Source: an optimization exercise on an open RTL-to-GDS flow (aim: small area). Production flows keep margins and buffers that such runs may drop. Function was checked by simulation only, so behaviour that the tests miss may differ from the original. Power and IR drop assume default switching activity.

== alpha ==
Design cpu_top, start of the top module:
module cpu_top(
  input         clk_i,
  input         rst_n_i,
  input         wr_en_i,
  input  [31:0] instr_i,
  input  [31:0] mem_rdata_i,
  output [31:0] pc_o,
  output [31:0] mem_addr_o,
  output        mem_rd_o,
  output [31:0] alu_result_o,
  output        z_flag_o
);
  reg  [29:0] pc_q;
  wire [29:0] next_pc_s;
  always @(posedge clk_i or negedge rst_n_i)
    if (!rst_n_i)
      pc_q <= 30'd0;
    else
      pc_q <= next_pc_s;
  ifu i_ifu(.pc_i(pc_q), .next_pc_o(next_pc_s));
  assign pc_o = {pc_q, 2'b00};
  wire [ 4:0] rd_s = instr_i[11:7];
  wire [31:0] wdata_s;
  wire [991:0] rf_data_s;
  reg  [ 31:1] valid_q;
  genvar i;
  generate
    for (i = 1; i < 32; i = i + 1) begin : g_reg
      reg  [31:0] x_q;
      wire        we_s = wr_en_i & (rd_s == i);
      always @(posedge clk_i)
        if (we_s)
          x_q <= wdata_s;
      always @(posedge clk_i or negedge rst_n_i)
        if (!rst_n_i)
          valid_q[i] <= 1'b0;
        else if (we_s)
          valid_q[i] <= 1'b1;
      assign rf_data_s[32*(i-1) +: 32] = x_q;
    end
  endgenerate
  wire [31:0] rs1_data_s, operand2_s, imm_s;
  wire        rs2_en_s;
  rf_read     i_rd1(.data_i(rf_data_s), .valid_i(valid_q), .addr_i(instr_i[19:15]),
                    .data_o(rs1_data_s));
  rf_read_op2 i_rd2(.data_i(rf_data_s), .valid_i(valid_q), .addr_i(instr_i[24:20]),
                    .en_i(rs2_en_s), .ext_i(imm_s), .data_o(operand2_s));
  wire        load_en_s, ld_addr_s, sub_s, sra_s;
  wire        f_add_s, f_sll_s, f_sr_s, f_p_s, f_g_s, f_slt_s, f_sltu_s;
  wire [31:0] sum_s, alu_result_s;
  decode i_decode(
    .instruction_i (instr_i),
    .load_en_o     (load_en_s),
    .ld_addr_o     (ld_addr_s),
    .sub_o         (sub_s),
    .sra_o         (sra_s),
    .f_add_o       (f_add_s),
    .f_sll_o       (f_sll_s),
    .f_sr_o        (f_sr_s),
    .f_p_o         (f_p_s),
    .f_g_o         (f_g_s),
    .f_slt_o       (f_slt_s),
    .f_sltu_o      (f_sltu_s),
    .rs2_en_o      (rs2_en_s),
    .imm_o         (imm_s)
  );
  alu i_alu(
    .sub_i        (sub_s),
    .ld_addr_i    (ld_addr_s),
    .sra_i        (sra_s),
    .f_add_i      (f_add_s),
    .f_sll_i      (f_sll_s),
    .f_sr_i       (f_sr_s),
    .f_p_i        (f_p_s),
  ...
==> flow/config.mk <==
export PLATFORM = sky130hd
export DESIGN_NAME = cpu_top
export DESIGN_NICKNAME = cpu_top
export VERILOG_FILES = /design/flow/design.v
export SDC_FILE = /design/flow/constraint.sdc
export NUM_CORES = 4
export LEC_CHECK = 0
export CAP_MARGIN = 20
export CORE_MARGIN = 2
export CORE_UTILIZATION = 45
export PLACE_DENSITY = 0.6
export SETUP_SLACK_MARGIN = 0.2
export SLEW_MARGIN = 20
export SYNTH_HIERARCHICAL = 1
==> flow/constraint.sdc <==
create_clock -name core_clock -period 14.0 [get_ports {clk_i}]
set_input_delay 2.8000 -clock core_clock [delete_from_list [all_inputs] [get_ports {clk_i}]]
set_output_delay 2.8000 -clock core_clock [all_outputs]
set_load 0.01 [all_outputs]
standard.sh (not shown) runs the stock make flow with config.mk's settings and CLKGATE_MAP_FILE= SYNTH_SCRIPT=/design/flow/synth_recipe.tcl, a recipe that flattens the netlist after the stock synthesis.
==> flow/flow/run.sh <==
#!/bin/bash
# Own layout flow: the standard ORFS flow (standard.sh, with the standard
# synthesis), changed only through ORFS's own variables:
#  - port buffers use the smallest buffer cell instead of the default,
#  - clock tree synthesis inserts no dummy loads and uses clkbuf_4 with
#    smaller sink clusters,

# Each tool's full output is in ORFS's logs under orfs/logs/; make's own
# output is in flow_make.log in this folder.
set -euo pipefail
cd "$(dirname "$0")/.."

export BUFFER_PORTS_ARGS="-buffer_cell sky130_fd_sc_hd__buf_1"
export CTS_ARGS="-sink_clustering_enable -repair_clock_nets -dont_use_dummy_load -buf_list sky130_fd_sc_hd__clkbuf_4 -sink_clustering_size 9 -sink_clustering_max_diameter 45"

bash standard.sh > flow_make.log 2>&1
Here is what was changed in the inputs of beta compared with alpha.
# alpha
export LEC_CHECK = 0
export CAP_MARGIN = 20
export CORE_MARGIN = 2
export CORE_UTILIZATION = 45
export PLACE_DENSITY = 0.6
export SETUP_SLACK_MARGIN = 0.2
export SLEW_MARGIN = 20
export SYNTH_HIERARCHICAL = 1
create_clock -name core_clock -period 14.0 [get_ports {clk_i}]
# beta
export LEC_CHECK = 0
export CAP_MARGIN = 20
export CORE_MARGIN = 2
export CORE_UTILIZATION = 40
export PLACE_DENSITY = 0.55
export SETUP_SLACK_MARGIN = 0.2
export SLEW_MARGIN = 20
export SYNTH_HIERARCHICAL = 1
create_clock -name core_clock -period 14.0 [get_ports {clk_i}]
--- a/flow/flow/run.sh
+++ b/flow/flow/run.sh
@@ -13,3 +13,3 @@
 export BUFFER_PORTS_ARGS="-buffer_cell sky130_fd_sc_hd__buf_1"
-export CTS_ARGS="-sink_clustering_enable -repair_clock_nets -dont_use_dummy_load -buf_list sky130_fd_sc_hd__clkbuf_4 -sink_clustering_size 9 -sink_clustering_max_diameter 45"
+export CTS_ARGS="-sink_clustering_enable -repair_clock_nets -dont_use_dummy_load -buf_list sky130_fd_sc_hd__clkbuf_4 -sink_clustering_size 10 -sink_clustering_max_diameter 45"
 
- In summary, alpha completed successfully, with a layout that passed the timing, design-rule and antenna checks.
- beta finished end to end and its layout was clean on timing, DRC and antenna.
- Post-layout net count in beta is about 0.5% lower than in alpha
- Status: area added between synthesis and finish parity (alpha, beta)
- Looking at wire length across alpha and beta, the one that comes out lower is alpha.
- [beta vs alpha] number of buffers created by CTS: lower in beta
- Between alpha and beta, the combinational fraction of design power is higher for beta.
- For number of cells on the worst reg-to-reg path, beta and alpha come out practically identical.
- Relative to alpha, the peak ir drop on the vdd network measured on beta has decreased by more than 10%.
- Across both runs, via count was higher for beta than for alpha.
- Of the two candidates, alpha has the worse minimum period implied by the final worst setup slack and beta the better one.
- For final design area excluding fillers, beta and alpha come out practically identical.

[separate check: timing with driven ports]
The flow's constraints put no driver on any port. The routed layouts listed below were extracted and timed again, unchanged, in two steps.
Step 1 sets driving cells, clkbuf_16 on the clock port and buf_2 on the other inputs (assumed; they add their load-dependent delay and slew).
Step 2, shift: input delay + t, output delay - t, t = (earliest + latest rising clock arrival at the registers) / 2. This alone moves slack from input paths to output paths.
Three values: ideal, step 1, step 2; two values: the first two.
run | t, ns | setup WS [ns] | hold WS [ns]
alpha | 1.141 | 0.454 / 0.424 / 0.424 | 0.471 / 0.471 / 0.471
beta | 1.094 | 0.535 / 0.506 / 0.506 | 0.473 / 0.473 / 0.473
After both steps setup and hold are still met in every run listed. For alpha, which loses most, drivers alone change the setup slack by -0.030 ns; drivers and shift together by -0.030 ns.
